Source: an optimization exercise on an open RTL-to-GDS flow (aim: small area and a short achievable clock period). Production flows keep margins and buffers that such runs may drop.
No functional check of the RTL was part of this run.

[config.mk]
export PLATFORM = sky130hd
export DESIGN_NAME = matrix_multiplier
export DESIGN_NICKNAME = matrix_multiplier
export VERILOG_FILES = /design/flow/design.v
export SDC_FILE = /design/flow/constraint.sdc
export NUM_CORES = 4
export LEC_CHECK = 0
export CAP_MARGIN = 20
export CORE_MARGIN = 2
export CORE_UTILIZATION = 40
export SETUP_SLACK_MARGIN = 5
export SLEW_MARGIN = 20
[constraint.sdc]
create_clock -name core_clock -period 8.0 [get_ports {clk}]
set_input_delay 1.6000 -clock core_clock [delete_from_list [all_inputs] [get_ports {clk}]]
set_output_delay 1.6000 -clock core_clock [all_outputs]
set_load 0.01 [all_outputs]
[design.v]
module matrix_multiplier (
    input clk,
    input reset,
    input start,
    input [7:0] in,
    output reg [15:0] o,
    output reg done
);
    reg        busy;
    reg [4:0]  cnt;           
    reg [7:0] ra [0:8];       
    reg [7:0] r0 [0:2];       
    reg [7:0] r1 [0:2];
    reg [7:0] r2 [0:2];
    wire load_a  = busy && cnt >= 5'd1  && cnt <= 5'd9;
    wire load_b0 = busy && cnt >= 5'd10 && cnt <= 5'd12;
    wire load_b1 = busy && cnt >= 5'd13 && cnt <= 5'd15;
    wire load_b2 = busy && cnt >= 5'd16 && cnt <= 5'd18;
    wire valid   = busy && cnt >= 5'd21 && cnt <= 5'd29;
    integer p;
    always @(posedge clk) begin
        ra[0] <= load_a ? in : ra[8];
        for (p = 1; p < 9; p = p + 1) ra[p] <= ra[p-1];
        r0[0] <= load_b0 ? in : r0[2];
        r1[0] <= load_b1 ? in : r1[2];
        r2[0] <= load_b2 ? in : r2[2];
        for (p = 1; p < 3; p = p + 1) begin
            r0[p] <= r0[p-1];
            r1[p] <= r1[p-1];
            r2[p] <= r2[p-1];
        end
    end
    reg [3:0] ha0;
    always @(posedge clk)
        if (busy && (cnt == 5'd14 || cnt == 5'd17 || cnt == 5'd20)) ha0 <= ra[3][3:0];
    wire [7:0] b0 = r0[1];
    wire s0_1 = (ha0[0] & b0[3]) ^ (ha0[1] & b0[2]);
    wire s0_2 = (ha0[0] & b0[3]) & (ha0[1] & b0[2]);
    wire s0_3 = (ha0[0] & b0[4]) ^ (ha0[1] & b0[3]) ^ (ha0[2] & b0[2]);
    wire s0_4 = ((ha0[0] & b0[4]) & (ha0[1] & b0[3])) | ((ha0[0] & b0[4]) & (ha0[2] & b0[2])) | ((ha0[1] & b0[3]) & (ha0[2] & b0[2]));
    wire s0_5 = (ha0[0] & b0[5]) ^ (ha0[1] & b0[4]) ^ (ha0[2] & b0[3]);
    wire s0_6 = ((ha0[0] & b0[5]) & (ha0[1] & b0[4])) | ((ha0[0] & b0[5]) & (ha0[2] & b0[3])) | ((ha0[1] & b0[4]) & (ha0[2] & b0[3]));
    wire s0_7 = (ha0[0] & b0[6]) ^ (ha0[1] & b0[5]) ^ (ha0[2] & b0[4]);
    wire s0_8 = ((ha0[0] & b0[6]) & (ha0[1] & b0[5])) | ((ha0[0] & b0[6]) & (ha0[2] & b0[4])) | ((ha0[1] & b0[5]) & (ha0[2] & b0[4]));
    wire s0_9 = (ha0[0] & b0[7]) ^ (ha0[1] & b0[6]) ^ (ha0[2] & b0[5]);
    wire s0_10 = ((ha0[0] & b0[7]) & (ha0[1] & b0[6])) | ((ha0[0] & b0[7]) & (ha0[2] & b0[5])) | ((ha0[1] & b0[6]) & (ha0[2] & b0[5]));
    wire s0_11 = (ha0[1] & b0[7]) ^ (ha0[2] & b0[6]);
    wire s0_12 = (ha0[1] & b0[7]) & (ha0[2] & b0[6]);
    wire s0_13 = (ha0[0] & b0[2]) ^ (ha0[1] & b0[1]);
    wire s0_14 = (ha0[0] & b0[2]) & (ha0[1] & b0[1]);
    wire s0_15 = s0_1 ^ (ha0[2] & b0[1]) ^ (ha0[3] & b0[0]);
    wire s0_16 = (s0_1 & (ha0[2] & b0[1])) | (s0_1 & (ha0[3] & b0[0])) | ((ha0[2] & b0[1]) & (ha0[3] & b0[0]));
    wire s0_17 = s0_2 ^ s0_3 ^ (ha0[3] & b0[1]);
    wire s0_18 = (s0_2 & s0_3) | (s0_2 & (ha0[3] & b0[1])) | (s0_3 & (ha0[3] & b0[1]));
    wire s0_19 = s0_4 ^ s0_5 ^ (ha0[3] & b0[2]);
    wire s0_20 = (s0_4 & s0_5) | (s0_4 & (ha0[3] & b0[2])) | (s0_5 & (ha0[3] & b0[2]));
    wire s0_21 = s0_6 ^ s0_7 ^ (ha0[3] & b0[3]);
    wire s0_22 = (s0_6 & s0_7) | (s0_6 & (ha0[3] & b0[3])) | (s0_7 & (ha0[3] & b0[3]));
    wire s0_23 = s0_8 ^ s0_9 ^ (ha0[3] & b0[4]);
    wire s0_24 = (s0_8 & s0_9) | (s0_8 & (ha0[3] & b0[4])) | (s0_9 & (ha0[3] & b0[4]));
    wire s0_25 = s0_10 ^ s0_11 ^ (ha0[3] & b0[5]);
    wire s0_26 = (s0_10 & s0_11) | (s0_10 & (ha0[3] & b0[5])) | (s0_11 & (ha0[3] & b0[5]));
    wire s0_27 = s0_12 ^ (ha0[2] & b0[7]) ^ (ha0[3] & b0[6]);
    wire s0_28 = (s0_12 & (ha0[2] & b0[7])) | (s0_12 & (ha0[3] & b0[6])) | ((ha0[2] & b0[7]) & (ha0[3] & b0[6]));
    reg q0_s0, q0_s1, q0_c1, q0_s2, q0_c2, q0_s3, q0_c3, q0_s4, q0_c4, q0_s5, q0_c5, q0_s6, q0_c6, q0_s7, q0_c7, q0_s8, q0_c8, q0_s9, q0_c9, q0_s10, q0_c10;
    always @(posedge clk) begin
        q0_s0 <= (ha0[0] & b0[0]);
        q0_s1 <= (ha0[0] & b0[1]);
        q0_c1 <= (ha0[1] & b0[0]);
        q0_s2 <= s0_13;
        q0_c2 <= (ha0[2] & b0[0]);
        q0_s3 <= s0_14;
        q0_c3 <= s0_15;
        q0_s4 <= s0_16;
        q0_c4 <= s0_17;
        q0_s5 <= s0_18;
        q0_c5 <= s0_19;
        q0_s6 <= s0_20;
        q0_c6 <= s0_21;
        q0_s7 <= s0_22;
        q0_c7 <= s0_23;
        q0_s8 <= s0_24;
        q0_c8 <= s0_25;
        q0_s9 <= s0_26;
        q0_c9 <= s0_27;
        q0_s10 <= s0_28;
        q0_c10 <= (ha0[3] & b0[7]);
    end
    reg [3:0] ha1;
    always @(posedge clk)
        if (busy && (cnt == 5'd15 || cnt == 5'd18 || cnt == 5'd21)) ha1 <= ra[4][7:4];
    wire [7:0] b1 = r0[2];
    wire s1_1 = (ha1[0] & b1[2]) ^ (ha1[1] & b1[1]);
    wire s1_2 = (ha1[0] & b1[2]) & (ha1[1] & b1[1]);
    wire s1_3 = (ha1[0] & b1[3]) ^ (ha1[1] & b1[2]) ^ (ha1[2] & b1[1]);
    wire s1_4 = ((ha1[0] & b1[3]) & (ha1[1] & b1[2])) | ((ha1[0] & b1[3]) & (ha1[2] & b1[1])) | ((ha1[1] & b1[2]) & (ha1[2] & b1[1]));
    wire s1_5 = (ha1[3] & b1[0]) ^ q0_s7;
    wire s1_6 = (ha1[3] & b1[0]) & q0_s7;
    wire s1_7 = (ha1[0] & b1[4]) ^ (ha1[1] & b1[3]) ^ (ha1[2] & b1[2]);
    wire s1_8 = ((ha1[0] & b1[4]) & (ha1[1] & b1[3])) | ((ha1[0] & b1[4]) & (ha1[2] & b1[2])) | ((ha1[1] & b1[3]) & (ha1[2] & b1[2]));
    wire s1_9 = (ha1[3] & b1[1]) ^ q0_s8 ^ q0_c8;
    wire s1_10 = ((ha1[3] & b1[1]) & q0_s8) | ((ha1[3] & b1[1]) & q0_c8) | (q0_s8 & q0_c8);
    wire s1_11 = (ha1[0] & b1[5]) ^ (ha1[1] & b1[4]) ^ (ha1[2] & b1[3]);
    wire s1_12 = ((ha1[0] & b1[5]) & (ha1[1] & b1[4])) | ((ha1[0] & b1[5]) & (ha1[2] & b1[3])) | ((ha1[1] & b1[4]) & (ha1[2] & b1[3]));
    wire s1_13 = (ha1[3] & b1[2]) ^ q0_s9 ^ q0_c9;
    wire s1_14 = ((ha1[3] & b1[2]) & q0_s9) | ((ha1[3] & b1[2]) & q0_c9) | (q0_s9 & q0_c9);
    wire s1_15 = (ha1[0] & b1[6]) ^ (ha1[1] & b1[5]) ^ (ha1[2] & b1[4]);
    wire s1_16 = ((ha1[0] & b1[6]) & (ha1[1] & b1[5])) | ((ha1[0] & b1[6]) & (ha1[2] & b1[4])) | ((ha1[1] & b1[5]) & (ha1[2] & b1[4]));
    wire s1_17 = (ha1[3] & b1[3]) ^ q0_s10 ^ q0_c10;
    wire s1_18 = ((ha1[3] & b1[3]) & q0_s10) | ((ha1[3] & b1[3]) & q0_c10) | (q0_s10 & q0_c10);
    wire s1_19 = (ha1[0] & b1[7]) ^ (ha1[1] & b1[6]) ^ (ha1[2] & b1[5]);
    wire s1_20 = ((ha1[0] & b1[7]) & (ha1[1] & b1[6])) | ((ha1[0] & b1[7]) & (ha1[2] & b1[5])) | ((ha1[1] & b1[6]) & (ha1[2] & b1[5]));
    wire s1_21 = (ha1[0] & b1[1]) ^ (ha1[1] & b1[0]);
    wire s1_22 = (ha1[0] & b1[1]) & (ha1[1] & b1[0]);
    wire s1_23 = s1_1 ^ (ha1[2] & b1[0]) ^ q0_s6;
    wire s1_24 = (s1_1 & (ha1[2] & b1[0])) | (s1_1 & q0_s6) | ((ha1[2] & b1[0]) & q0_s6);
    wire s1_25 = s1_2 ^ s1_3 ^ s1_5;
    wire s1_26 = (s1_2 & s1_3) | (s1_2 & s1_5) | (s1_3 & s1_5);
    wire s1_27 = s1_4 ^ s1_6 ^ s1_7;
    wire s1_28 = (s1_4 & s1_6) | (s1_4 & s1_7) | (s1_6 & s1_7);
    wire s1_29 = s1_8 ^ s1_10 ^ s1_11;
    wire s1_30 = (s1_8 & s1_10) | (s1_8 & s1_11) | (s1_10 & s1_11);
    wire s1_31 = s1_12 ^ s1_14 ^ s1_15;
    wire s1_32 = (s1_12 & s1_14) | (s1_12 & s1_15) | (s1_14 & s1_15);
    wire s1_33 = s1_16 ^ s1_18 ^ s1_19;
    wire s1_34 = (s1_16 & s1_18) | (s1_16 & s1_19) | (s1_18 & s1_19);
    wire s1_35 = s1_20 ^ (ha1[1] & b1[7]) ^ (ha1[2] & b1[6]);
    wire s1_36 = (s1_20 & (ha1[1] & b1[7])) | (s1_20 & (ha1[2] & b1[6])) | ((ha1[1] & b1[7]) & (ha1[2] & b1[6]));
    wire s1_37 = (ha1[0] & b1[0]) ^ q0_s4;
    wire s1_38 = (ha1[0] & b1[0]) & q0_s4;
    wire s1_39 = s1_21 ^ q0_s5 ^ q0_c5;
    wire s1_40 = (s1_21 & q0_s5) | (s1_21 & q0_c5) | (q0_s5 & q0_c5);
    wire s1_41 = s1_22 ^ s1_23 ^ q0_c6;
    wire s1_42 = (s1_22 & s1_23) | (s1_22 & q0_c6) | (s1_23 & q0_c6);
    wire s1_43 = s1_24 ^ s1_25 ^ q0_c7;
    wire s1_44 = (s1_24 & s1_25) | (s1_24 & q0_c7) | (s1_25 & q0_c7);
    wire s1_45 = s1_26 ^ s1_27 ^ s1_9;
    wire s1_46 = (s1_26 & s1_27) | (s1_26 & s1_9) | (s1_27 & s1_9);
    wire s1_47 = s1_28 ^ s1_29 ^ s1_13;
    wire s1_48 = (s1_28 & s1_29) | (s1_28 & s1_13) | (s1_29 & s1_13);
    wire s1_49 = s1_30 ^ s1_31 ^ s1_17;
    wire s1_50 = (s1_30 & s1_31) | (s1_30 & s1_17) | (s1_31 & s1_17);
    wire s1_51 = s1_32 ^ s1_33 ^ (ha1[3] & b1[4]);
    wire s1_52 = (s1_32 & s1_33) | (s1_32 & (ha1[3] & b1[4])) | (s1_33 & (ha1[3] & b1[4]));
    wire s1_53 = s1_34 ^ s1_35 ^ (ha1[3] & b1[5]);
    wire s1_54 = (s1_34 & s1_35) | (s1_34 & (ha1[3] & b1[5])) | (s1_35 & (ha1[3] & b1[5]));
    wire s1_55 = s1_36 ^ (ha1[2] & b1[7]) ^ (ha1[3] & b1[6]);
    wire s1_56 = (s1_36 & (ha1[2] & b1[7])) | (s1_36 & (ha1[3] & b1[6])) | ((ha1[2] & b1[7]) & (ha1[3] & b1[6]));
    reg q1_s0, q1_s1, q1_c1, q1_s2, q1_c2, q1_s3, q1_c3, q1_s4, q1_c4, q1_s5, q1_c5, q1_s6, q1_c6, q1_s7, q1_c7, q1_s8, q1_c8, q1_s9, q1_c9, q1_s10, q1_c10, q1_s11, q1_c11, q1_s12, q1_c12, q1_s13, q1_c13, q1_s14, q1_c14;
    always @(posedge clk) begin
        q1_s0 <= q0_s0;
        q1_s1 <= q0_s1;
        q1_c1 <= q0_c1;
        q1_s2 <= q0_s2;
        q1_c2 <= q0_c2;
        q1_s3 <= q0_s3;
        q1_c3 <= q0_c3;
        q1_s4 <= s1_37;
        q1_c4 <= q0_c4;
        q1_s5 <= s1_38;
        q1_c5 <= s1_39;
        q1_s6 <= s1_40;
        q1_c6 <= s1_41;
        q1_s7 <= s1_42;
        q1_c7 <= s1_43;
        q1_s8 <= s1_44;
        q1_c8 <= s1_45;
        q1_s9 <= s1_46;
        q1_c9 <= s1_47;
        q1_s10 <= s1_48;
        q1_c10 <= s1_49;
        q1_s11 <= s1_50;
        q1_c11 <= s1_51;
        q1_s12 <= s1_52;
        q1_c12 <= s1_53;
        q1_s13 <= s1_54;
        q1_c13 <= s1_55;
        q1_s14 <= s1_56;
        q1_c14 <= (ha1[3] & b1[7]);
    end
    reg [3:0] ha2;
    always @(posedge clk)
        if (busy && (cnt == 5'd16 || cnt == 5'd19 || cnt == 5'd22)) ha2 <= ra[4][3:0];
    wire [7:0] b2 = r1[0];
    wire s2_1 = (ha2[0] & b2[2]) ^ (ha2[1] & b2[1]);
    wire s2_2 = (ha2[0] & b2[2]) & (ha2[1] & b2[1]);
    wire s2_3 = (ha2[0] & b2[3]) ^ (ha2[1] & b2[2]) ^ (ha2[2] & b2[1]);
    wire s2_4 = ((ha2[0] & b2[3]) & (ha2[1] & b2[2])) | ((ha2[0] & b2[3]) & (ha2[2] & b2[1])) | ((ha2[1] & b2[2]) & (ha2[2] & b2[1]));
    wire s2_5 = (ha2[3] & b2[0]) ^ q1_s3;
    wire s2_6 = (ha2[3] & b2[0]) & q1_s3;
    wire s2_7 = (ha2[0] & b2[4]) ^ (ha2[1] & b2[3]) ^ (ha2[2] & b2[2]);
    wire s2_8 = ((ha2[0] & b2[4]) & (ha2[1] & b2[3])) | ((ha2[0] & b2[4]) & (ha2[2] & b2[2])) | ((ha2[1] & b2[3]) & (ha2[2] & b2[2]));
    wire s2_9 = (ha2[3] & b2[1]) ^ q1_s4 ^ q1_c4;
    wire s2_10 = ((ha2[3] & b2[1]) & q1_s4) | ((ha2[3] & b2[1]) & q1_c4) | (q1_s4 & q1_c4);
    wire s2_11 = (ha2[0] & b2[5]) ^ (ha2[1] & b2[4]) ^ (ha2[2] & b2[3]);
    wire s2_12 = ((ha2[0] & b2[5]) & (ha2[1] & b2[4])) | ((ha2[0] & b2[5]) & (ha2[2] & b2[3])) | ((ha2[1] & b2[4]) & (ha2[2] & b2[3]));
    wire s2_13 = (ha2[3] & b2[2]) ^ q1_s5 ^ q1_c5;
    wire s2_14 = ((ha2[3] & b2[2]) & q1_s5) | ((ha2[3] & b2[2]) & q1_c5) | (q1_s5 & q1_c5);
    wire s2_15 = (ha2[0] & b2[6]) ^ (ha2[1] & b2[5]) ^ (ha2[2] & b2[4]);
    wire s2_16 = ((ha2[0] & b2[6]) & (ha2[1] & b2[5])) | ((ha2[0] & b2[6]) & (ha2[2] & b2[4])) | ((ha2[1] & b2[5]) & (ha2[2] & b2[4]));
    wire s2_17 = (ha2[3] & b2[3]) ^ q1_s6 ^ q1_c6;
    wire s2_18 = ((ha2[3] & b2[3]) & q1_s6) | ((ha2[3] & b2[3]) & q1_c6) | (q1_s6 & q1_c6);
    wire s2_19 = (ha2[0] & b2[7]) ^ (ha2[1] & b2[6]) ^ (ha2[2] & b2[5]);
    wire s2_20 = ((ha2[0] & b2[7]) & (ha2[1] & b2[6])) | ((ha2[0] & b2[7]) & (ha2[2] & b2[5])) | ((ha2[1] & b2[6]) & (ha2[2] & b2[5]));
    wire s2_21 = (ha2[3] & b2[4]) ^ q1_s7 ^ q1_c7;
    wire s2_22 = ((ha2[3] & b2[4]) & q1_s7) | ((ha2[3] & b2[4]) & q1_c7) | (q1_s7 & q1_c7);
    wire s2_23 = (ha2[1] & b2[7]) ^ (ha2[2] & b2[6]) ^ (ha2[3] & b2[5]);
    wire s2_24 = ((ha2[1] & b2[7]) & (ha2[2] & b2[6])) | ((ha2[1] & b2[7]) & (ha2[3] & b2[5])) | ((ha2[2] & b2[6]) & (ha2[3] & b2[5]));
    wire s2_25 = q1_s8 ^ q1_c8;
    wire s2_26 = q1_s8 & q1_c8;
    wire s2_27 = (ha2[2] & b2[7]) ^ (ha2[3] & b2[6]) ^ q1_s9;
    wire s2_28 = ((ha2[2] & b2[7]) & (ha2[3] & b2[6])) | ((ha2[2] & b2[7]) & q1_s9) | ((ha2[3] & b2[6]) & q1_s9);
    wire s2_29 = (ha2[0] & b2[1]) ^ (ha2[1] & b2[0]);
    wire s2_30 = (ha2[0] & b2[1]) & (ha2[1] & b2[0]);
    wire s2_31 = s2_1 ^ (ha2[2] & b2[0]) ^ q1_s2;
    wire s2_32 = (s2_1 & (ha2[2] & b2[0])) | (s2_1 & q1_s2) | ((ha2[2] & b2[0]) & q1_s2);
    wire s2_33 = s2_2 ^ s2_3 ^ s2_5;
    wire s2_34 = (s2_2 & s2_3) | (s2_2 & s2_5) | (s2_3 & s2_5);
    wire s2_35 = s2_4 ^ s2_6 ^ s2_7;
    wire s2_36 = (s2_4 & s2_6) | (s2_4 & s2_7) | (s2_6 & s2_7);
    wire s2_37 = s2_8 ^ s2_10 ^ s2_11;
    wire s2_38 = (s2_8 & s2_10) | (s2_8 & s2_11) | (s2_10 & s2_11);
    wire s2_39 = s2_12 ^ s2_14 ^ s2_15;
    wire s2_40 = (s2_12 & s2_14) | (s2_12 & s2_15) | (s2_14 & s2_15);
    wire s2_41 = s2_16 ^ s2_18 ^ s2_19;
    wire s2_42 = (s2_16 & s2_18) | (s2_16 & s2_19) | (s2_18 & s2_19);
    wire s2_43 = s2_20 ^ s2_22 ^ s2_23;
    wire s2_44 = (s2_20 & s2_22) | (s2_20 & s2_23) | (s2_22 & s2_23);
    wire s2_45 = s2_24 ^ s2_26 ^ s2_27;
    wire s2_46 = (s2_24 & s2_26) | (s2_24 & s2_27) | (s2_26 & s2_27);
    wire s2_47 = s2_28 ^ (ha2[3] & b2[7]) ^ q1_s10;
    wire s2_48 = (s2_28 & (ha2[3] & b2[7])) | (s2_28 & q1_s10) | ((ha2[3] & b2[7]) & q1_s10);
    wire s2_49 = s2_29 ^ q1_s1;
    wire s2_50 = s2_29 & q1_s1;
    wire s2_51 = s2_30 ^ s2_31 ^ q1_c2;
    wire s2_52 = (s2_30 & s2_31) | (s2_30 & q1_c2) | (s2_31 & q1_c2);
    wire s2_53 = s2_32 ^ s2_33 ^ q1_c3;
    wire s2_54 = (s2_32 & s2_33) | (s2_32 & q1_c3) | (s2_33 & q1_c3);
    wire s2_55 = s2_34 ^ s2_35 ^ s2_9;
    wire s2_56 = (s2_34 & s2_35) | (s2_34 & s2_9) | (s2_35 & s2_9);
    wire s2_57 = s2_36 ^ s2_37 ^ s2_13;
    wire s2_58 = (s2_36 & s2_37) | (s2_36 & s2_13) | (s2_37 & s2_13);
    wire s2_59 = s2_38 ^ s2_39 ^ s2_17;
    wire s2_60 = (s2_38 & s2_39) | (s2_38 & s2_17) | (s2_39 & s2_17);
    wire s2_61 = s2_40 ^ s2_41 ^ s2_21;
    wire s2_62 = (s2_40 & s2_41) | (s2_40 & s2_21) | (s2_41 & s2_21);
    wire s2_63 = s2_42 ^ s2_43 ^ s2_25;
    wire s2_64 = (s2_42 & s2_43) | (s2_42 & s2_25) | (s2_43 & s2_25);
    wire s2_65 = s2_44 ^ s2_45 ^ q1_c9;
    wire s2_66 = (s2_44 & s2_45) | (s2_44 & q1_c9) | (s2_45 & q1_c9);
    wire s2_67 = s2_46 ^ s2_47 ^ q1_c10;
    wire s2_68 = (s2_46 & s2_47) | (s2_46 & q1_c10) | (s2_47 & q1_c10);
    wire s2_69 = s2_48 ^ q1_s11 ^ q1_c11;
    wire s2_70 = (s2_48 & q1_s11) | (s2_48 & q1_c11) | (q1_s11 & q1_c11);
    wire s2_71 = q1_s12 ^ q1_c12;
    wire s2_72 = q1_s12 & q1_c12;
    wire s2_73 = q1_s13 ^ q1_c13;
    wire s2_74 = q1_s13 & q1_c13;
    wire s2_75 = q1_s14 ^ q1_c14;
    wire s2_76 = q1_s14 & q1_c14;
    reg q2_s0, q2_c0, q2_s1, q2_c1, q2_s2, q2_c2, q2_s3, q2_c3, q2_s4, q2_c4, q2_s5, q2_c5, q2_s6, q2_c6, q2_s7, q2_c7, q2_s8, q2_c8, q2_s9, q2_c9, q2_s10, q2_c10, q2_s11, q2_c11, q2_s12, q2_c12, q2_s13, q2_c13, q2_s14, q2_c14, q2_s15;
    always @(posedge clk) begin
        q2_s0 <= (ha2[0] & b2[0]);
        q2_c0 <= q1_s0;
        q2_s1 <= s2_49;
        q2_c1 <= q1_c1;
        q2_s2 <= s2_50;
        q2_c2 <= s2_51;
        q2_s3 <= s2_52;
        q2_c3 <= s2_53;
        q2_s4 <= s2_54;
        q2_c4 <= s2_55;
        q2_s5 <= s2_56;
        q2_c5 <= s2_57;
        q2_s6 <= s2_58;
        q2_c6 <= s2_59;
        q2_s7 <= s2_60;
        q2_c7 <= s2_61;
        q2_s8 <= s2_62;
        q2_c8 <= s2_63;
        q2_s9 <= s2_64;
        q2_c9 <= s2_65;
        q2_s10 <= s2_66;
        q2_c10 <= s2_67;
        q2_s11 <= s2_68;
        q2_c11 <= s2_69;
        q2_s12 <= s2_70;
        q2_c12 <= s2_71;
        q2_s13 <= s2_72;
        q2_c13 <= s2_73;
        q2_s14 <= s2_74;
        q2_c14 <= s2_75;
        q2_s15 <= s2_76;
    end
    reg [3:0] ha3;
    always @(posedge clk)
        if (busy && (cnt == 5'd17 || cnt == 5'd20 || cnt == 5'd23)) ha3 <= ra[5][7:4];
    wire [7:0] b3 = r1[1];
    wire s3_1 = (ha3[0] & b3[2]) ^ (ha3[1] & b3[1]);
    wire s3_2 = (ha3[0] & b3[2]) & (ha3[1] & b3[1]);
    wire s3_3 = (ha3[0] & b3[3]) ^ (ha3[1] & b3[2]) ^ (ha3[2] & b3[1]);
    wire s3_4 = ((ha3[0] & b3[3]) & (ha3[1] & b3[2])) | ((ha3[0] & b3[3]) & (ha3[2] & b3[1])) | ((ha3[1] & b3[2]) & (ha3[2] & b3[1]));
    wire s3_5 = (ha3[3] & b3[0]) ^ q2_s7;
    wire s3_6 = (ha3[3] & b3[0]) & q2_s7;
    wire s3_7 = (ha3[0] & b3[4]) ^ (ha3[1] & b3[3]) ^ (ha3[2] & b3[2]);
    wire s3_8 = ((ha3[0] & b3[4]) & (ha3[1] & b3[3])) | ((ha3[0] & b3[4]) & (ha3[2] & b3[2])) | ((ha3[1] & b3[3]) & (ha3[2] & b3[2]));
    wire s3_9 = (ha3[3] & b3[1]) ^ q2_s8 ^ q2_c8;
    wire s3_10 = ((ha3[3] & b3[1]) & q2_s8) | ((ha3[3] & b3[1]) & q2_c8) | (q2_s8 & q2_c8);
    wire s3_11 = (ha3[0] & b3[5]) ^ (ha3[1] & b3[4]) ^ (ha3[2] & b3[3]);
    wire s3_12 = ((ha3[0] & b3[5]) & (ha3[1] & b3[4])) | ((ha3[0] & b3[5]) & (ha3[2] & b3[3])) | ((ha3[1] & b3[4]) & (ha3[2] & b3[3]));
    wire s3_13 = (ha3[3] & b3[2]) ^ q2_s9 ^ q2_c9;
    wire s3_14 = ((ha3[3] & b3[2]) & q2_s9) | ((ha3[3] & b3[2]) & q2_c9) | (q2_s9 & q2_c9);
    wire s3_15 = (ha3[0] & b3[6]) ^ (ha3[1] & b3[5]) ^ (ha3[2] & b3[4]);
    wire s3_16 = ((ha3[0] & b3[6]) & (ha3[1] & b3[5])) | ((ha3[0] & b3[6]) & (ha3[2] & b3[4])) | ((ha3[1] & b3[5]) & (ha3[2] & b3[4]));
    wire s3_17 = (ha3[3] & b3[3]) ^ q2_s10 ^ q2_c10;
    wire s3_18 = ((ha3[3] & b3[3]) & q2_s10) | ((ha3[3] & b3[3]) & q2_c10) | (q2_s10 & q2_c10);
    wire s3_19 = (ha3[0] & b3[7]) ^ (ha3[1] & b3[6]) ^ (ha3[2] & b3[5]);
    wire s3_20 = ((ha3[0] & b3[7]) & (ha3[1] & b3[6])) | ((ha3[0] & b3[7]) & (ha3[2] & b3[5])) | ((ha3[1] & b3[6]) & (ha3[2] & b3[5]));
    wire s3_21 = (ha3[3] & b3[4]) ^ q2_s11 ^ q2_c11;
    wire s3_22 = ((ha3[3] & b3[4]) & q2_s11) | ((ha3[3] & b3[4]) & q2_c11) | (q2_s11 & q2_c11);
    wire s3_23 = (ha3[1] & b3[7]) ^ (ha3[2] & b3[6]) ^ (ha3[3] & b3[5]);
    wire s3_24 = ((ha3[1] & b3[7]) & (ha3[2] & b3[6])) | ((ha3[1] & b3[7]) & (ha3[3] & b3[5])) | ((ha3[2] & b3[6]) & (ha3[3] & b3[5]));
    wire s3_25 = q2_s12 ^ q2_c12;
    wire s3_26 = q2_s12 & q2_c12;
    wire s3_27 = (ha3[2] & b3[7]) ^ (ha3[3] & b3[6]) ^ q2_s13;
    wire s3_28 = ((ha3[2] & b3[7]) & (ha3[3] & b3[6])) | ((ha3[2] & b3[7]) & q2_s13) | ((ha3[3] & b3[6]) & q2_s13);
    wire s3_29 = (ha3[0] & b3[1]) ^ (ha3[1] & b3[0]);
    wire s3_30 = (ha3[0] & b3[1]) & (ha3[1] & b3[0]);
    wire s3_31 = s3_1 ^ (ha3[2] & b3[0]) ^ q2_s6;
    wire s3_32 = (s3_1 & (ha3[2] & b3[0])) | (s3_1 & q2_s6) | ((ha3[2] & b3[0]) & q2_s6);
    wire s3_33 = s3_2 ^ s3_3 ^ s3_5;
    wire s3_34 = (s3_2 & s3_3) | (s3_2 & s3_5) | (s3_3 & s3_5);
    wire s3_35 = s3_4 ^ s3_6 ^ s3_7;
    wire s3_36 = (s3_4 & s3_6) | (s3_4 & s3_7) | (s3_6 & s3_7);
    wire s3_37 = s3_8 ^ s3_10 ^ s3_11;
    wire s3_38 = (s3_8 & s3_10) | (s3_8 & s3_11) | (s3_10 & s3_11);
    wire s3_39 = s3_12 ^ s3_14 ^ s3_15;
    wire s3_40 = (s3_12 & s3_14) | (s3_12 & s3_15) | (s3_14 & s3_15);
    wire s3_41 = s3_16 ^ s3_18 ^ s3_19;
    wire s3_42 = (s3_16 & s3_18) | (s3_16 & s3_19) | (s3_18 & s3_19);
    wire s3_43 = s3_20 ^ s3_22 ^ s3_23;
    wire s3_44 = (s3_20 & s3_22) | (s3_20 & s3_23) | (s3_22 & s3_23);
    wire s3_45 = s3_24 ^ s3_26 ^ s3_27;
    wire s3_46 = (s3_24 & s3_26) | (s3_24 & s3_27) | (s3_26 & s3_27);
    wire s3_47 = s3_28 ^ (ha3[3] & b3[7]) ^ q2_s14;
    wire s3_48 = (s3_28 & (ha3[3] & b3[7])) | (s3_28 & q2_s14) | ((ha3[3] & b3[7]) & q2_s14);
    wire s3_49 = (ha3[0] & b3[0]) ^ q2_s4;
    wire s3_50 = (ha3[0] & b3[0]) & q2_s4;
    wire s3_51 = s3_29 ^ q2_s5 ^ q2_c5;
    wire s3_52 = (s3_29 & q2_s5) | (s3_29 & q2_c5) | (q2_s5 & q2_c5);
    wire s3_53 = s3_30 ^ s3_31 ^ q2_c6;
    wire s3_54 = (s3_30 & s3_31) | (s3_30 & q2_c6) | (s3_31 & q2_c6);
    wire s3_55 = s3_32 ^ s3_33 ^ q2_c7;
    wire s3_56 = (s3_32 & s3_33) | (s3_32 & q2_c7) | (s3_33 & q2_c7);
    wire s3_57 = s3_34 ^ s3_35 ^ s3_9;
    wire s3_58 = (s3_34 & s3_35) | (s3_34 & s3_9) | (s3_35 & s3_9);
    wire s3_59 = s3_36 ^ s3_37 ^ s3_13;
    wire s3_60 = (s3_36 & s3_37) | (s3_36 & s3_13) | (s3_37 & s3_13);
    wire s3_61 = s3_38 ^ s3_39 ^ s3_17;
    wire s3_62 = (s3_38 & s3_39) | (s3_38 & s3_17) | (s3_39 & s3_17);
    wire s3_63 = s3_40 ^ s3_41 ^ s3_21;
    wire s3_64 = (s3_40 & s3_41) | (s3_40 & s3_21) | (s3_41 & s3_21);
    wire s3_65 = s3_42 ^ s3_43 ^ s3_25;
    wire s3_66 = (s3_42 & s3_43) | (s3_42 & s3_25) | (s3_43 & s3_25);
    wire s3_67 = s3_44 ^ s3_45 ^ q2_c13;
    wire s3_68 = (s3_44 & s3_45) | (s3_44 & q2_c13) | (s3_45 & q2_c13);
    wire s3_69 = s3_46 ^ s3_47 ^ q2_c14;
    wire s3_70 = (s3_46 & s3_47) | (s3_46 & q2_c14) | (s3_47 & q2_c14);
    wire s3_71 = s3_48 ^ q2_s15;
    wire s3_72 = s3_48 & q2_s15;
    reg q3_s0, q3_c0, q3_s1, q3_c1, q3_s2, q3_c2, q3_s3, q3_c3, q3_s4, q3_c4, q3_s5, q3_c5, q3_s6, q3_c6, q3_s7, q3_c7, q3_s8, q3_c8, q3_s9, q3_c9, q3_s10, q3_c10, q3_s11, q3_c11, q3_s12, q3_c12, q3_s13, q3_c13, q3_s14, q3_c14, q3_s15, q3_c15;
    always @(posedge clk) begin
        q3_s0 <= q2_s0;
        q3_c0 <= q2_c0;
        q3_s1 <= q2_s1;
        q3_c1 <= q2_c1;
        q3_s2 <= q2_s2;
        q3_c2 <= q2_c2;
        q3_s3 <= q2_s3;
        q3_c3 <= q2_c3;
        q3_s4 <= s3_49;
        q3_c4 <= q2_c4;
        q3_s5 <= s3_50;
        q3_c5 <= s3_51;
        q3_s6 <= s3_52;
        q3_c6 <= s3_53;
        q3_s7 <= s3_54;
        q3_c7 <= s3_55;
        q3_s8 <= s3_56;
        q3_c8 <= s3_57;
        q3_s9 <= s3_58;
        q3_c9 <= s3_59;
        q3_s10 <= s3_60;
        q3_c10 <= s3_61;
        q3_s11 <= s3_62;
        q3_c11 <= s3_63;
        q3_s12 <= s3_64;
        q3_c12 <= s3_65;
        q3_s13 <= s3_66;
        q3_c13 <= s3_67;
        q3_s14 <= s3_68;
        q3_c14 <= s3_69;
        q3_s15 <= s3_70;
        q3_c15 <= s3_71;
    end
    reg [3:0] ha4;
    always @(posedge clk)
        if (busy && (cnt == 5'd18 || cnt == 5'd21 || cnt == 5'd24)) ha4 <= ra[5][3:0];
    wire [7:0] b4 = r2[2];
    wire s4_1 = (ha4[0] & b4[2]) ^ (ha4[1] & b4[1]);
    wire s4_2 = (ha4[0] & b4[2]) & (ha4[1] & b4[1]);
    wire s4_3 = (ha4[0] & b4[3]) ^ (ha4[1] & b4[2]) ^ (ha4[2] & b4[1]);
    wire s4_4 = ((ha4[0] & b4[3]) & (ha4[1] & b4[2])) | ((ha4[0] & b4[3]) & (ha4[2] & b4[1])) | ((ha4[1] & b4[2]) & (ha4[2] & b4[1]));
    wire s4_5 = (ha4[3] & b4[0]) ^ q3_s3;
    wire s4_6 = (ha4[3] & b4[0]) & q3_s3;
    wire s4_7 = (ha4[0] & b4[4]) ^ (ha4[1] & b4[3]) ^ (ha4[2] & b4[2]);
    wire s4_8 = ((ha4[0] & b4[4]) & (ha4[1] & b4[3])) | ((ha4[0] & b4[4]) & (ha4[2] & b4[2])) | ((ha4[1] & b4[3]) & (ha4[2] & b4[2]));
    wire s4_9 = (ha4[3] & b4[1]) ^ q3_s4 ^ q3_c4;
    wire s4_10 = ((ha4[3] & b4[1]) & q3_s4) | ((ha4[3] & b4[1]) & q3_c4) | (q3_s4 & q3_c4);
    wire s4_11 = (ha4[0] & b4[5]) ^ (ha4[1] & b4[4]) ^ (ha4[2] & b4[3]);
    wire s4_12 = ((ha4[0] & b4[5]) & (ha4[1] & b4[4])) | ((ha4[0] & b4[5]) & (ha4[2] & b4[3])) | ((ha4[1] & b4[4]) & (ha4[2] & b4[3]));
    wire s4_13 = (ha4[3] & b4[2]) ^ q3_s5 ^ q3_c5;
    wire s4_14 = ((ha4[3] & b4[2]) & q3_s5) | ((ha4[3] & b4[2]) & q3_c5) | (q3_s5 & q3_c5);
    wire s4_15 = (ha4[0] & b4[6]) ^ (ha4[1] & b4[5]) ^ (ha4[2] & b4[4]);
    wire s4_16 = ((ha4[0] & b4[6]) & (ha4[1] & b4[5])) | ((ha4[0] & b4[6]) & (ha4[2] & b4[4])) | ((ha4[1] & b4[5]) & (ha4[2] & b4[4]));
    wire s4_17 = (ha4[3] & b4[3]) ^ q3_s6 ^ q3_c6;
    wire s4_18 = ((ha4[3] & b4[3]) & q3_s6) | ((ha4[3] & b4[3]) & q3_c6) | (q3_s6 & q3_c6);
    wire s4_19 = (ha4[0] & b4[7]) ^ (ha4[1] & b4[6]) ^ (ha4[2] & b4[5]);
    wire s4_20 = ((ha4[0] & b4[7]) & (ha4[1] & b4[6])) | ((ha4[0] & b4[7]) & (ha4[2] & b4[5])) | ((ha4[1] & b4[6]) & (ha4[2] & b4[5]));
    wire s4_21 = (ha4[3] & b4[4]) ^ q3_s7 ^ q3_c7;
    wire s4_22 = ((ha4[3] & b4[4]) & q3_s7) | ((ha4[3] & b4[4]) & q3_c7) | (q3_s7 & q3_c7);
    wire s4_23 = (ha4[1] & b4[7]) ^ (ha4[2] & b4[6]) ^ (ha4[3] & b4[5]);
    wire s4_24 = ((ha4[1] & b4[7]) & (ha4[2] & b4[6])) | ((ha4[1] & b4[7]) & (ha4[3] & b4[5])) | ((ha4[2] & b4[6]) & (ha4[3] & b4[5]));
    wire s4_25 = q3_s8 ^ q3_c8;
    wire s4_26 = q3_s8 & q3_c8;
    wire s4_27 = (ha4[2] & b4[7]) ^ (ha4[3] & b4[6]) ^ q3_s9;
    wire s4_28 = ((ha4[2] & b4[7]) & (ha4[3] & b4[6])) | ((ha4[2] & b4[7]) & q3_s9) | ((ha4[3] & b4[6]) & q3_s9);
    wire s4_29 = (ha4[0] & b4[1]) ^ (ha4[1] & b4[0]);
    wire s4_30 = (ha4[0] & b4[1]) & (ha4[1] & b4[0]);
    wire s4_31 = s4_1 ^ (ha4[2] & b4[0]) ^ q3_s2;
    wire s4_32 = (s4_1 & (ha4[2] & b4[0])) | (s4_1 & q3_s2) | ((ha4[2] & b4[0]) & q3_s2);
    wire s4_33 = s4_2 ^ s4_3 ^ s4_5;
    wire s4_34 = (s4_2 & s4_3) | (s4_2 & s4_5) | (s4_3 & s4_5);
    wire s4_35 = s4_4 ^ s4_6 ^ s4_7;
    wire s4_36 = (s4_4 & s4_6) | (s4_4 & s4_7) | (s4_6 & s4_7);
    wire s4_37 = s4_8 ^ s4_10 ^ s4_11;
    wire s4_38 = (s4_8 & s4_10) | (s4_8 & s4_11) | (s4_10 & s4_11);
    wire s4_39 = s4_12 ^ s4_14 ^ s4_15;
    wire s4_40 = (s4_12 & s4_14) | (s4_12 & s4_15) | (s4_14 & s4_15);
    wire s4_41 = s4_16 ^ s4_18 ^ s4_19;
    wire s4_42 = (s4_16 & s4_18) | (s4_16 & s4_19) | (s4_18 & s4_19);
    wire s4_43 = s4_20 ^ s4_22 ^ s4_23;
    wire s4_44 = (s4_20 & s4_22) | (s4_20 & s4_23) | (s4_22 & s4_23);
    wire s4_45 = s4_24 ^ s4_26 ^ s4_27;
    wire s4_46 = (s4_24 & s4_26) | (s4_24 & s4_27) | (s4_26 & s4_27);
    wire s4_47 = s4_28 ^ (ha4[3] & b4[7]) ^ q3_s10;
    wire s4_48 = (s4_28 & (ha4[3] & b4[7])) | (s4_28 & q3_s10) | ((ha4[3] & b4[7]) & q3_s10);
    wire s4_49 = (ha4[0] & b4[0]) ^ q3_s0;
    wire s4_50 = (ha4[0] & b4[0]) & q3_s0;
    wire s4_51 = s4_29 ^ q3_s1 ^ q3_c1;
    wire s4_52 = (s4_29 & q3_s1) | (s4_29 & q3_c1) | (q3_s1 & q3_c1);
    wire s4_53 = s4_30 ^ s4_31 ^ q3_c2;
    wire s4_54 = (s4_30 & s4_31) | (s4_30 & q3_c2) | (s4_31 & q3_c2);
    wire s4_55 = s4_32 ^ s4_33 ^ q3_c3;
    wire s4_56 = (s4_32 & s4_33) | (s4_32 & q3_c3) | (s4_33 & q3_c3);
    wire s4_57 = s4_34 ^ s4_35 ^ s4_9;
    wire s4_58 = (s4_34 & s4_35) | (s4_34 & s4_9) | (s4_35 & s4_9);
    wire s4_59 = s4_36 ^ s4_37 ^ s4_13;
    wire s4_60 = (s4_36 & s4_37) | (s4_36 & s4_13) | (s4_37 & s4_13);
    wire s4_61 = s4_38 ^ s4_39 ^ s4_17;
    wire s4_62 = (s4_38 & s4_39) | (s4_38 & s4_17) | (s4_39 & s4_17);
    wire s4_63 = s4_40 ^ s4_41 ^ s4_21;
    wire s4_64 = (s4_40 & s4_41) | (s4_40 & s4_21) | (s4_41 & s4_21);
    wire s4_65 = s4_42 ^ s4_43 ^ s4_25;
    wire s4_66 = (s4_42 & s4_43) | (s4_42 & s4_25) | (s4_43 & s4_25);
    wire s4_67 = s4_44 ^ s4_45 ^ q3_c9;
    wire s4_68 = (s4_44 & s4_45) | (s4_44 & q3_c9) | (s4_45 & q3_c9);
    wire s4_69 = s4_46 ^ s4_47 ^ q3_c10;
    wire s4_70 = (s4_46 & s4_47) | (s4_46 & q3_c10) | (s4_47 & q3_c10);
    wire s4_71 = s4_48 ^ q3_s11 ^ q3_c11;
    wire s4_72 = (s4_48 & q3_s11) | (s4_48 & q3_c11) | (q3_s11 & q3_c11);
    wire s4_73 = q3_s12 ^ q3_c12;
    wire s4_74 = q3_s12 & q3_c12;
    wire s4_75 = q3_s13 ^ q3_c13;
    wire s4_76 = q3_s13 & q3_c13;
    wire s4_77 = q3_s14 ^ q3_c14;
    wire s4_78 = q3_s14 & q3_c14;
    wire s4_79 = q3_s15 ^ q3_c15;
    wire s4_80 = q3_s15 & q3_c15;
    reg q4_s0, q4_c0, q4_s1, q4_c1, q4_s2, q4_c2, q4_s3, q4_c3, q4_s4, q4_c4, q4_s5, q4_c5, q4_s6, q4_c6, q4_s7, q4_c7, q4_s8, q4_c8, q4_s9, q4_c9, q4_s10, q4_c10, q4_s11, q4_c11, q4_s12, q4_c12, q4_s13, q4_c13, q4_s14, q4_c14, q4_s15, q4_c15;
    always @(posedge clk) begin
        q4_s0 <= s4_49;
        q4_c0 <= q3_c0;
        q4_s1 <= s4_50;
        q4_c1 <= s4_51;
        q4_s2 <= s4_52;
        q4_c2 <= s4_53;
        q4_s3 <= s4_54;
        q4_c3 <= s4_55;
        q4_s4 <= s4_56;
        q4_c4 <= s4_57;
        q4_s5 <= s4_58;
        q4_c5 <= s4_59;
        q4_s6 <= s4_60;
        q4_c6 <= s4_61;
        q4_s7 <= s4_62;
        q4_c7 <= s4_63;
        q4_s8 <= s4_64;
        q4_c8 <= s4_65;
        q4_s9 <= s4_66;
        q4_c9 <= s4_67;
        q4_s10 <= s4_68;
        q4_c10 <= s4_69;
        q4_s11 <= s4_70;
        q4_c11 <= s4_71;
        q4_s12 <= s4_72;
        q4_c12 <= s4_73;
        q4_s13 <= s4_74;
        q4_c13 <= s4_75;
        q4_s14 <= s4_76;
        q4_c14 <= s4_77;
        q4_s15 <= s4_78;
        q4_c15 <= s4_79;
    end
    reg [3:0] ha5;
    always @(posedge clk)
        if (busy && (cnt == 5'd19 || cnt == 5'd22 || cnt == 5'd25)) ha5 <= ra[6][7:4];
    wire [7:0] b5 = r2[0];
    wire s5_1 = (ha5[0] & b5[2]) ^ (ha5[1] & b5[1]);
    wire s5_2 = (ha5[0] & b5[2]) & (ha5[1] & b5[1]);
    wire s5_3 = (ha5[0] & b5[3]) ^ (ha5[1] & b5[2]) ^ (ha5[2] & b5[1]);
    wire s5_4 = ((ha5[0] & b5[3]) & (ha5[1] & b5[2])) | ((ha5[0] & b5[3]) & (ha5[2] & b5[1])) | ((ha5[1] & b5[2]) & (ha5[2] & b5[1]));
    wire s5_5 = (ha5[3] & b5[0]) ^ q4_s7;
    wire s5_6 = (ha5[3] & b5[0]) & q4_s7;
    wire s5_7 = (ha5[0] & b5[4]) ^ (ha5[1] & b5[3]) ^ (ha5[2] & b5[2]);
    wire s5_8 = ((ha5[0] & b5[4]) & (ha5[1] & b5[3])) | ((ha5[0] & b5[4]) & (ha5[2] & b5[2])) | ((ha5[1] & b5[3]) & (ha5[2] & b5[2]));
    wire s5_9 = (ha5[3] & b5[1]) ^ q4_s8 ^ q4_c8;
    wire s5_10 = ((ha5[3] & b5[1]) & q4_s8) | ((ha5[3] & b5[1]) & q4_c8) | (q4_s8 & q4_c8);
    wire s5_11 = (ha5[0] & b5[5]) ^ (ha5[1] & b5[4]) ^ (ha5[2] & b5[3]);
    wire s5_12 = ((ha5[0] & b5[5]) & (ha5[1] & b5[4])) | ((ha5[0] & b5[5]) & (ha5[2] & b5[3])) | ((ha5[1] & b5[4]) & (ha5[2] & b5[3]));
    wire s5_13 = (ha5[3] & b5[2]) ^ q4_s9 ^ q4_c9;
    wire s5_14 = ((ha5[3] & b5[2]) & q4_s9) | ((ha5[3] & b5[2]) & q4_c9) | (q4_s9 & q4_c9);
    wire s5_15 = (ha5[0] & b5[6]) ^ (ha5[1] & b5[5]) ^ (ha5[2] & b5[4]);
    wire s5_16 = ((ha5[0] & b5[6]) & (ha5[1] & b5[5])) | ((ha5[0] & b5[6]) & (ha5[2] & b5[4])) | ((ha5[1] & b5[5]) & (ha5[2] & b5[4]));
    wire s5_17 = (ha5[3] & b5[3]) ^ q4_s10 ^ q4_c10;
    wire s5_18 = ((ha5[3] & b5[3]) & q4_s10) | ((ha5[3] & b5[3]) & q4_c10) | (q4_s10 & q4_c10);
    wire s5_19 = (ha5[0] & b5[7]) ^ (ha5[1] & b5[6]) ^ (ha5[2] & b5[5]);
    wire s5_20 = ((ha5[0] & b5[7]) & (ha5[1] & b5[6])) | ((ha5[0] & b5[7]) & (ha5[2] & b5[5])) | ((ha5[1] & b5[6]) & (ha5[2] & b5[5]));
    wire s5_21 = (ha5[3] & b5[4]) ^ q4_s11 ^ q4_c11;
    wire s5_22 = ((ha5[3] & b5[4]) & q4_s11) | ((ha5[3] & b5[4]) & q4_c11) | (q4_s11 & q4_c11);
    wire s5_23 = (ha5[1] & b5[7]) ^ (ha5[2] & b5[6]) ^ (ha5[3] & b5[5]);
    wire s5_24 = ((ha5[1] & b5[7]) & (ha5[2] & b5[6])) | ((ha5[1] & b5[7]) & (ha5[3] & b5[5])) | ((ha5[2] & b5[6]) & (ha5[3] & b5[5]));
    wire s5_25 = q4_s12 ^ q4_c12;
    wire s5_26 = q4_s12 & q4_c12;
    wire s5_27 = (ha5[2] & b5[7]) ^ (ha5[3] & b5[6]) ^ q4_s13;
    wire s5_28 = ((ha5[2] & b5[7]) & (ha5[3] & b5[6])) | ((ha5[2] & b5[7]) & q4_s13) | ((ha5[3] & b5[6]) & q4_s13);
    wire s5_29 = (ha5[0] & b5[1]) ^ (ha5[1] & b5[0]);
    wire s5_30 = (ha5[0] & b5[1]) & (ha5[1] & b5[0]);
    wire s5_31 = s5_1 ^ (ha5[2] & b5[0]) ^ q4_s6;
    wire s5_32 = (s5_1 & (ha5[2] & b5[0])) | (s5_1 & q4_s6) | ((ha5[2] & b5[0]) & q4_s6);
    wire s5_33 = s5_2 ^ s5_3 ^ s5_5;
    wire s5_34 = (s5_2 & s5_3) | (s5_2 & s5_5) | (s5_3 & s5_5);
    wire s5_35 = s5_4 ^ s5_6 ^ s5_7;
    wire s5_36 = (s5_4 & s5_6) | (s5_4 & s5_7) | (s5_6 & s5_7);
    wire s5_37 = s5_8 ^ s5_10 ^ s5_11;
    wire s5_38 = (s5_8 & s5_10) | (s5_8 & s5_11) | (s5_10 & s5_11);
    wire s5_39 = s5_12 ^ s5_14 ^ s5_15;
    wire s5_40 = (s5_12 & s5_14) | (s5_12 & s5_15) | (s5_14 & s5_15);
    wire s5_41 = s5_16 ^ s5_18 ^ s5_19;
    wire s5_42 = (s5_16 & s5_18) | (s5_16 & s5_19) | (s5_18 & s5_19);
    wire s5_43 = s5_20 ^ s5_22 ^ s5_23;
    wire s5_44 = (s5_20 & s5_22) | (s5_20 & s5_23) | (s5_22 & s5_23);
    wire s5_45 = s5_24 ^ s5_26 ^ s5_27;
    wire s5_46 = (s5_24 & s5_26) | (s5_24 & s5_27) | (s5_26 & s5_27);
    wire s5_47 = s5_28 ^ (ha5[3] & b5[7]) ^ q4_s14;
    wire s5_48 = (s5_28 & (ha5[3] & b5[7])) | (s5_28 & q4_s14) | ((ha5[3] & b5[7]) & q4_s14);
    wire s5_49 = (ha5[0] & b5[0]) ^ q4_s4;
    wire s5_50 = (ha5[0] & b5[0]) & q4_s4;
    wire s5_51 = s5_29 ^ q4_s5 ^ q4_c5;
    wire s5_52 = (s5_29 & q4_s5) | (s5_29 & q4_c5) | (q4_s5 & q4_c5);
    wire s5_53 = s5_30 ^ s5_31 ^ q4_c6;
    wire s5_54 = (s5_30 & s5_31) | (s5_30 & q4_c6) | (s5_31 & q4_c6);
    wire s5_55 = s5_32 ^ s5_33 ^ q4_c7;
    wire s5_56 = (s5_32 & s5_33) | (s5_32 & q4_c7) | (s5_33 & q4_c7);
    wire s5_57 = s5_34 ^ s5_35 ^ s5_9;
    wire s5_58 = (s5_34 & s5_35) | (s5_34 & s5_9) | (s5_35 & s5_9);
    wire s5_59 = s5_36 ^ s5_37 ^ s5_13;
    wire s5_60 = (s5_36 & s5_37) | (s5_36 & s5_13) | (s5_37 & s5_13);
    wire s5_61 = s5_38 ^ s5_39 ^ s5_17;
    wire s5_62 = (s5_38 & s5_39) | (s5_38 & s5_17) | (s5_39 & s5_17);
    wire s5_63 = s5_40 ^ s5_41 ^ s5_21;
    wire s5_64 = (s5_40 & s5_41) | (s5_40 & s5_21) | (s5_41 & s5_21);
    wire s5_65 = s5_42 ^ s5_43 ^ s5_25;
    wire s5_66 = (s5_42 & s5_43) | (s5_42 & s5_25) | (s5_43 & s5_25);
    wire s5_67 = s5_44 ^ s5_45 ^ q4_c13;
    wire s5_68 = (s5_44 & s5_45) | (s5_44 & q4_c13) | (s5_45 & q4_c13);
    wire s5_69 = s5_46 ^ s5_47 ^ q4_c14;
    wire s5_70 = (s5_46 & s5_47) | (s5_46 & q4_c14) | (s5_47 & q4_c14);
    wire s5_71 = s5_48 ^ q4_s15 ^ q4_c15;
    wire s5_72 = (s5_48 & q4_s15) | (s5_48 & q4_c15) | (q4_s15 & q4_c15);
    reg q5_s0, q5_c0, q5_s1, q5_c1, q5_s2, q5_c2, q5_s3, q5_c3, q5_s4, q5_c4, q5_s5, q5_c5, q5_s6, q5_c6, q5_s7, q5_c7, q5_s8, q5_c8, q5_s9, q5_c9, q5_s10, q5_c10, q5_s11, q5_c11, q5_s12, q5_c12, q5_s13, q5_c13, q5_s14, q5_c14, q5_s15, q5_c15;
    always @(posedge clk) begin
        q5_s0 <= q4_s0;
        q5_c0 <= q4_c0;
        q5_s1 <= q4_s1;
        q5_c1 <= q4_c1;
        q5_s2 <= q4_s2;
        q5_c2 <= q4_c2;
        q5_s3 <= q4_s3;
        q5_c3 <= q4_c3;
        q5_s4 <= s5_49;
        q5_c4 <= q4_c4;
        q5_s5 <= s5_50;
        q5_c5 <= s5_51;
        q5_s6 <= s5_52;
        q5_c6 <= s5_53;
        q5_s7 <= s5_54;
        q5_c7 <= s5_55;
        q5_s8 <= s5_56;
        q5_c8 <= s5_57;
        q5_s9 <= s5_58;
        q5_c9 <= s5_59;
        q5_s10 <= s5_60;
        q5_c10 <= s5_61;
        q5_s11 <= s5_62;
        q5_c11 <= s5_63;
        q5_s12 <= s5_64;
        q5_c12 <= s5_65;
        q5_s13 <= s5_66;
        q5_c13 <= s5_67;
        q5_s14 <= s5_68;
        q5_c14 <= s5_69;
        q5_s15 <= s5_70;
        q5_c15 <= s5_71;
    end
    wire [15:0] sum_s = {q5_s15, q5_s14, q5_s13, q5_s12, q5_s11, q5_s10, q5_s9, q5_s8, q5_s7, q5_s6, q5_s5, q5_s4, q5_s3, q5_s2, q5_s1, q5_s0};
    wire [15:0] sum_c = {q5_c15, q5_c14, q5_c13, q5_c12, q5_c11, q5_c10, q5_c9, q5_c8, q5_c7, q5_c6, q5_c5, q5_c4, q5_c3, q5_c2, q5_c1, q5_c0};
    wire [15:0] sum = sum_s + sum_c;
    always @(posedge clk or posedge reset) begin
        if (reset) begin
            busy <= 1'b0;
            cnt  <= 5'd0;
            o    <= 16'd0;
            done <= 1'b0;
        end else begin
            o    <= valid ? sum : 16'd0;
            done <= busy && (cnt == 5'd29 || cnt == 5'd30);
            if (busy) begin
                cnt <= cnt + 5'd1;
                if (cnt == 5'd30) busy <= 1'b0;
            end else if (start) begin
                busy <= 1'b1;
                cnt  <= 5'd1;
            end
        end
    end
endmodule
[run.sh]
#!/bin/bash
# synth_recipe.tcl (not shown) runs the flow's synth.tcl, then flattens the netlist and writes it again
# the make line also repeats each setting of config.mk as NAME=value (left out here)
make -C /OpenROAD-flow-scripts/flow DESIGN_CONFIG=/design/flow/config.mk WORK_HOME=/design/flow/orfs CLKGATE_MAP_FILE= SYNTH_SCRIPT=/design/flow/synth_recipe.tcl finish
==> flow_metrics.py <==
metrics = {
    "run_status": {
        "status": "finished clean",
    },
    "clocking": {
        "clk_path_buf_depth": 3,
        "cts_buffers": 39,
        "cts.sinks": 368,
        "cts-root-buf": "clkbuf_16",
        "cts_tree": "yes",
        "htreeDepth": 2,
        "clk_latency_ps": 530,
        "path_clk_slew_ps": 60,
        "post_cts_buffers": 0,
    },
    "timing": {
        "min_period_ps": 2950,
        "fin_crit_sh_pct": 36.9,
        "rsz0062_at_grt": "no",
        "setup_violations": 0,
        "setup_tns_ps": 0,
        "slew_viol_final": 0,
        "hold_viol": 0,
        "skew_ps": 15.6,
        "clock.fmax_mhz": 339,
        "relSlewSlack_pct": 38.9,
        "worst_pin_slew_ps": 915,
    },
    "hold_path": {
        "min_path_cells": 0,
        "hold_path.class": "flop to flop",
    },
    "setup_path": {
        "path_buf_inv": 1,
        "cp.required_ps": 6400,
        "r2r-start": "cnt[0]",
        "endpoint_kind": "primary output",
        "worst-path-max-fanout": 1,
        "cpPeakStageDelay_ps": 520,
        "reg2reg_depth": 5,
        "worstSetupPathDepth": 1,
        "critPathArrivalTime_ps": 1350,
        "worstPathCellList": "clkdlybuf4s50_1",
        "crit_path_start": "o[13]",
        "critPathSlowestCell": "clkdlybuf4s50_1",
        "critPathCapture": "o[13]",
        "cp_top_family": "buffers and inverters",
        "setup.worst_path.start_class": "flop",
        "critical_path_class": "flop to primary output",
        "r2r_slack_ps": 5510,
        "worstReg2RegEnd": "ra[0][7]",
    },
    "drt": {
        "routedWlPerCell_microns": 14.0,
        "wl_mm": 25.3,
        "dr.first_iter.drc_count": 306,
        "viasPerCell": 4.36,
        "ant_nets": 0,
        "vias": 7852,
        "drc_errors": 0,
        "drt_pre_antenna_iters": 4,
    },
    "floorplanning": {
        "die-height_microns": 198,
        "start_util_pct": 40.7,
        "core_area_sq_um": 36800,
        "fp.dieArea_sq_um": 39000,
        "io_pins": 28,
        "die-width_microns": 198,
        "row_count": 70,
    },
    "synthesis": {
        "synthFlopType": "dfxtp_1",
        "yosysTopAreaCell": "dfxtp_1",
        "synth.distinct_cells": 50,
        "synthArstFlopShare_pct": 6.25,
        "syn_area_sq_um": 15000,
        "synth_seq_cells": 368,
        "avgSynthCellArea_sq_um": 12.1,
        "syn_inst": 1242,
        "ys_seq_area_share_pct": 51.5,
        "synthTopCellsByArea": "dfxtp_1 (43%), fa_1 (21%), inv_1 (6.8%)",
        "synth_edf_count": 24,
        "yosys.area.top_type_share_pct": 42.9,
        "synth.net_count": 1463,
        "ys.warnings.count": 5,
    },
    "global_route": {
        "first_global_vias": 8299,
        "grt_pass1_wl_mm": 42.0,
        "overflow": 0,
        "antenna_found_initial": 0,
        "grt_usage_pct": 13.8,
        "grt_max_degree": 24,
    },
    "final_layout": {
        "fin_area_sq_um": 17100,
        "drive_gt1_share_pct": 7.74,
        "area_growth_pct": 14.1,
        "final_nets": 1523,
        "fin_util_pct": 46.5,
        "fin_cells": 1799,
        "diodes": 0,
    },
    "place": {
        "dp.cells": 1729,
        "hpwl_mm": 19.7,
        "gp_congestion": 0.820,
        "placed_cell_area_sq_um": 15800,
        "io_buffers": 27,
    },
    "flow_run": {
        "max_cap_violations": 0,
    },
}
[cells in the final DEF, fill, tap and decap left out, types with 7 or more instances in the layout]
| cell | count |
|---|---|
| dfrtp_1 | 23 |
| nand2_1 | 51 |
| dlymetal6s2s_1 | 8 |
| a21oi_1 | 15 |
| inv_1 | 273 |
| nor3_1 | 13 |
| edfxtp_1 | 24 |
| nor2_1 | 34 |
| clkbuf_8 | 7 |
| clkbuf_1 | 8 |
| ha_1 | 53 |
| fa_1 | 157 |
| nand3_1 | 8 |
| dfxtp_1 | 321 |
| mux2_2 | 33 |
| o21ai_0 | 15 |
| clkdlybuf4s50_1 | 17 |
| and2_1 | 152 |
| clkbuf_16 | 41 |
[worst min path at each step]
stage | startpoint | end | slack (ps)
after global routing | r0[0][2] | r0[1][2] | 330
after global placement | r0[0][0] | r0[1][0] | 310
final | q0_c3 | q1_c3 | 320
after floorplan | q0_c1 | q1_c1 | 310
after detailed placement | q0_c2 | q1_c2 | 310
after CTS | r2[1][3] | r2[2][3] | 320
[sequential cells by signal, summed over array words and instances, names as in the netlist, 5 cells and up]
| signal | count |
|---|---|
| r0 | 24 |
| r1 | 24 |
| ra | 72 |
| o | 16 |
| r2 | 24 |
| cnt | 5 |
[worst reg2reg max path: cells and delay by family, from the launching register on]
family | cells | cell delay, ps
AND/OR/NAND/NOR | 2 | 660
AO/OA/AOI/OAI | 1 | 150
adder cells (fa/ha/maj) | 1 | 440
multiplexers | 1 | 520
flip-flops | 1 | 620
[layer usage]
layer	up-vias	track usage (%)	part of all wire, %
met1	3834	17.7	46
met5	-	0	0
met4	0	4.54	2.5
met2	133	23.6	47
li1	3838	-	-
met3	47	2.46	3.8
[layout make-up]
cell class	count	area [sq um]
clock inverters	14	138
multi-input cells	591	6170
fillers	3333	19700
well taps	468	586
clock buffers	56	1150
flip-flops and latches	368	7720
repair buffers	29	303
inverters	273	1020
[synthesized netlist by cell type, types with 2 or more instances]
library cell and number:
buf_4 2, o211ai_1 2, edfxtp_1 24, nand3_1 8, inv_1 273, a21oi_1 15
and2_1 152, o21ai_0 15, dfxtp_1 321, xnor2_1 6, dfrtp_1 23, buf_2 3
a31oi_1 2, fa_1 157, a211oi_1 2, a311oi_1 2, buf_6 2, nor3_1 13
mux2_2 33, ha_1 53, clkbuf_1 3, a21o_1 2, o21bai_1 2, nand2b_1 3
nand2_1 51, a2111oi_0 2, nor2b_1 5, and3_1 2, nor2_1 34, o21a_1 5
xor2_1 6
[kinds of logic (layout without fill, tap and decap cells)]
| group | count (synthesis) | in the layout | share of synthesized area (%) |
|---|---|---|---|
| XOR/XNOR | 12 | 12 | 0.702 |
| AND/OR/NAND/NOR | 275 | 275 | 9.92 |
| AO/OA/AOI/OAI | 60 | 60 | 2.61 |
| adder cells (fa/ha/maj) | 210 | 210 | 25.4 |
| flip-flops | 368 | 368 | 51.5 |
| buffers and inverters | 283 | 372 | 7.27 |
| multiplexers | 34 | 34 | 2.55 |
[stage by stage]
| stage | hold slack, ps | worst slack [ps] |
|---|---|---|
| 2_1_floorplan | 310 | 5760 |
| 4_1_cts | 324 | 5010 |
| 6_report | 324 | 5050 |
| 5_1_grt | 326 | 5000 |
| 3_5_place_dp | 312 | 5220 |
| 3_3_place_gp | 309 | 5260 |
[timing repair]
action / in CTS / in global routing
endpoints found under the setup margin: 2 / 8
hold buffers: 0 / 0
resized for setup: 2 / 8

-- afterwards: timing with drivers on the ports --
In the flow no input, the clock included, has a driving cell. The finished layout below was timed again as built, in two steps.
Step 1 (the two cells are an assumption about what drives the block):
set clk [get_ports {clk}]
set_driving_cell -lib_cell sky130_fd_sc_hd__clkbuf_16 $clk
set_driving_cell -lib_cell sky130_fd_sc_hd__buf_2 [delete_from_list [all_inputs] $clk]
Step 2, shift: input delay + t, output delay - t, t = (earliest + latest rising clock arrival at the registers) / 2. This alone moves slack from input paths to output paths.
a / b / c = no drivers / after step 1 / after step 2; a / b = the first two.
shift t [ns]: 0.567
slack for setup (ns): 5.046 / 4.997 / 5.305
clock arrival spread, ns: 0.017 / 0.016
worst register clock-pin slew, ns: 0.06 / 0.06
cell pins on the clock port's net: 1
After both steps this run still meets setup and hold. For this run, drivers alone change the setup slack by -0.049 ns; drivers and shift together by +0.259 ns. Setup slack includes reset recovery checks.
